From an optimization exercise on the open Yosys and OpenROAD flow, aimed at small area; shortcuts taken in it are not production practice. Where RTL was checked, it was by simulation tests only, not by an equivalence proof against the original. The clock input has no modelled driver; a real chip could not lean on it and would need a root buffer or a full tree.

== north ==
// AppAlarmClockForFPGA
module AppAlarmClockForFPGA (
	clk,
	pushBtn,
	switches,
	led,
	buzzer,
	ps,
	seg0, seg1,
	seg2, seg3,
	seg4, seg5
);
input [9:0] switches;
input [1:0] pushBtn;
input clk;
output [9:0] led;
output reg buzzer;
output [3:0] ps;
output [7:0] seg0;
output [7:0] seg1;
output [7:0] seg2;
output [7:0] seg3;
output [6:0] seg4;
output [7:0] seg5;
localparam [3:0] O0 = 4'b0000;
localparam [3:0] O2 = 4'b0010;
function [3:0] bcd_inc(input [3:0] d);
	bcd_inc = {((d[0] & d[1] & d[2]) | (~d[0] & d[3])), ((~d[0] & d[2]) | (d[0] & d[1] & ~d[2]) | (~d[1] & d[2])), ((~d[0] & d[1]) | (d[0] & ~d[1] & ~d[3])), ((~d[0]))};
endfunction
function [3:0] bcd_dec(input [3:0] d);
	bcd_dec = {((d[0] & d[3]) | (~d[0] & ~d[1] & ~d[2] & ~d[3])), ((d[0] & d[2]) | (~d[0] & d[3]) | (d[1] & d[2])), ((~d[0] & ~d[1] & d[2]) | (~d[0] & d[3]) | (d[0] & d[1])), ((~d[0]))};
endfunction
function [6:0] seg_bcd(input [3:0] d);
	seg_bcd = {((~d[1] & ~d[2] & ~d[3]) | (d[0] & d[1] & d[2])), ((d[1] & ~d[2]) | (d[0] & ~d[2] & ~d[3]) | (d[0] & d[1])), ((~d[1] & d[2]) | (d[0])), ((~d[0] & ~d[1] & d[2]) | (d[0] & ~d[1] & ~d[2] & ~d[3]) | (d[0] & d[1] & d[2])), ((~d[0] & d[1] & ~d[2])), ((~d[0] & d[1] & d[2]) | (d[0] & ~d[1] & d[2])), ((d[0] & ~d[1] & ~d[2] & ~d[3]) | (~d[0] & ~d[1] & d[2]))};
endfunction
function [0:0] o_is9(input [3:0] d);
	o_is9 = ((d[0] & d[3]));
endfunction
function [0:0] o_is0(input [3:0] d);
	o_is0 = ((~d[0] & ~d[1] & ~d[2] & ~d[3]));
endfunction
function o_is3h(input [3:0] d);
  ...
clock: 10.0 ns
lec_check: 0
cap_margin: 20
core_margin: 2
core_utilization: 60
slew_margin: 20
standard.sh (not shown) runs the stock make flow with config.mk's settings and CLKGATE_MAP_FILE= SYNTH_SCRIPT=/design/flow/synth_recipe.tcl, a recipe that flattens the netlist after the stock synthesis.
==> flow/flow/run.sh <==
#!/bin/bash
# Layout flow: the standard ORFS flow with these changes
#  - synthesis: ORFS's synthesis script run with each area-oriented ABC script in
#    flow/abc_*.script (and without the adder-cell extraction); the netlist with the
#    smallest cell area is kept. Registers are mapped before ABC, exactly as in the
#    standard synthesis, which runs first and whose netlist is compared register by register.
#  - port buffers are the smallest buffer (buf_1)
#  - global placement keeps none of its timing-driven buffering (GPL_KEEP_OVERFLOW=0)
#  - clock tree: the clock port drives 4 clkbuf_16 buffers, each at the centre of a group of
#    flip-flops (flow/clock_tree.tcl); if that would give a flip-flop clock pin more than
#    115 ps of slew, TritonCTS runs instead, with clkbuf_8 buffers and without dummy loads,
#    and a leaf buffer whose flip-flop clock pins would see more than 110 ps of slew becomes
#    a clkbuf_16 (flow/clock_fix.tcl)
# Each tool's output goes to a log file in the work folder.
set -euo pipefail
WORK=$(pwd)
RES=results/$FLOW_PLATFORM/AppAlarmClockForFPGA/base

# standard synthesis, kept for reference (register names and cells)
bash standard.sh SCRIPTS_DIR=$FLOW_HOME/scripts synth > std_synth.log 2>&1
mkdir -p std
cp orfs/$RES/1_2_yosys.v std/1_2_yosys.v
rm -rf orfs

# synthesis candidates, in parallel
for s in flow/abc_*.script; do
  n=$(basename $s .script)
  rm -rf scripts_$n orfs_$n
  cp -r "$FLOW_HOME/scripts" scripts_$n
  cp $s scripts_$n/abc_area.script
  bash standard.sh SCRIPTS_DIR=$WORK/scripts_$n WORK_HOME=$WORK/orfs_$n ABC_AREA=1 ADDER_MAP_FILE= synth > synth_$n.log 2>&1 &
done
wait
best=$(python3 flow/pick.py orfs_abc_* 2> pick.log)
echo "picked $best" >> pick.log
mv orfs_$best orfs

python3 flow/regs.py std/1_2_yosys.v orfs/$RES/1_2_yosys.v > regs_check.log 2>&1

export BUFFER_PORTS_ARGS="-buffer_cell sky130_fd_sc_hd__buf_1"
export GPL_KEEP_OVERFLOW=0
export POST_CTS_TCL=$WORK/flow/clock_fix.tcl
export PRE_CTS_TCL=$WORK/flow/clock_tree.tcl
export CLK_LEAVES=4
export CTS_ARGS="-sink_clustering_enable -repair_clock_nets -dont_use_dummy_load -buf_list sky130_fd_sc_hd__clkbuf_8 -root_buf sky130_fd_sc_hd__clkbuf_8"
bash standard.sh > layout.log 2>&1
Other scripts of this flow, unchanged in this note and not shown: flow/flow/abc_a.script, flow/flow/abc_b.script, flow/flow/abc_c.script, flow/flow/abc_d.script, flow/flow/clock_fix.tcl, flow/flow/clock_tree.tcl, flow/flow/pick.py, flow/flow/regs.py
The following lists how south was set up differently from north:
-- flow/design.v --
<<< north, line 84
wire rst = ~pushBtn[1];
wire sw9 = switches[9];
reg [8:0] cnt;             
reg [1:0] currentState;
>>> south, line 84
wire rst = ~pushBtn[1];
wire sw9 = switches[9];
reg [9:0] count;           
reg [8:0] cnt;             
reg [1:0] currentState;
<<< north, line 94
reg [6:0] minutes, alarm_minutes, timer_minutes, stopwatch_minutes;
reg [6:0] seconds, timer_seconds, stopwatch_seconds;
reg pre_phase;
reg [8:0] pre_cnt;
wire pre_end = &pre_cnt;
wire tick = ~sw9 & pre_end & pre_phase;
always @(posedge clk) begin
	if (rst) begin
		pre_phase <= 1'b0;
		pre_cnt <= 9'd11;
	end
	else if (~sw9) begin
		if (pre_end) begin
			pre_phase <= ~pre_phase;
			pre_cnt <= pre_phase ? 9'd11 : 9'd13;
		end
		else
			pre_cnt <= pre_cnt + 1'b1;
	end
end
always @(posedge clk) begin
>>> south, line 95
reg [6:0] minutes, alarm_minutes, timer_minutes, stopwatch_minutes;
reg [6:0] seconds, timer_seconds, stopwatch_seconds;
wire tick = ~sw9 & (&count[9:4]) & count[1];
always @(posedge clk) begin
	if (rst)
		count <= 10'd11;
	else if (~sw9)
		count <= tick ? 10'd11 : count + 1'b1;
end
always @(posedge clk) begin
<<< north, line 116
		buzzer <= 1'b0;
	else if (~sw9 & ~tick) begin
		if (pre_phase) begin
			if (buzzerFlag & (alarmflag | timerFlag))
				buzzer <= 1'b1;
>>> south, line 106
		buzzer <= 1'b0;
	else if (~sw9 & ~tick) begin
		if (count[9]) begin
			if (buzzerFlag & (alarmflag | timerFlag))
				buzzer <= 1'b1;
<<< north, line 200
		if (t_dec) timer_seconds <= ms_dec(timer_seconds);
		if (t_dec & ts0) timer_minutes <= ms_dec(timer_minutes);
		else if (set_m & mode2) timer_minutes <= disp_m_inc;
		if (t_dec & ts0 & tm0) timer_hours <= h_dec(timer_hours);
		else if (set_h & mode2) timer_hours <= disp_h_inc;
		if (mode2 & ((set_h & ~h_is23(disp_h)) | (set_m & ~ms_is59(disp_m))))
			timerFlag <= 1'b1;
>>> south, line 190
		if (t_dec) timer_seconds <= ms_dec(timer_seconds);
		if (t_dec & ts0) timer_minutes <= ms_dec(timer_minutes);
		else if (set_m & mode2) timer_minutes <= ms_inc(timer_minutes);
		if (t_dec & ts0 & tm0) timer_hours <= h_dec(timer_hours);
		else if (set_h & mode2) timer_hours <= h_inc(timer_hours);
		if (mode2 & ((set_h & ~h_is23(disp_h)) | (set_m & ~ms_is59(disp_m))))
			timerFlag <= 1'b1;
==> notes.md <==
- south | status: complete | timing, DRC, antenna: pass
- Route | south vs north | wire longer in south
- When south is set beside north, its global-route met1 utilization turns out to be 0.36 points smaller.
- Re area growth from synthesis to layout: north and south aren't equal, and the lower value belongs to south.
- Compared with north, in south sequential share of layout area shrank by 0.74 points; net total in the final layout moved up.
Function not checked in south: the RTL went through the layout flow alone. In every run of this note, the design's own scripts or RTL, not TritonCTS, make the clock network.

## re-timing with driven ports
Ports are ideal in the flow. The routed layouts listed here were re-timed in OpenROAD.
Step 1 sets driving cells, clkbuf_16 on the clock port and buf_2 on the other inputs (assumed; they add their load-dependent delay and slew).
Step 2 adds t to the input delays and takes it off the output delays; t is the mean of the earliest and latest rising clock arrival at the registers after step 1. Input paths then give back, and output paths get back, about the clock's delay inside the block.
a / b / c = ideal / step 1 / step 2; a / b = the first two.
run	shift t [ns]	slack for setup (ns)	worst hold slack (ns)
north	0.238	4.528 / 4.449 / 4.492	0.441 / 0.441 / 0.441
south	0.234	4.073 / 3.997 / 4.231	0.415 / 0.415 / 0.415
After both steps setup and hold are still met in every run listed. The setup slack of north, which loses most, moves by -0.079 ns with the drivers and by -0.036 ns with both steps.
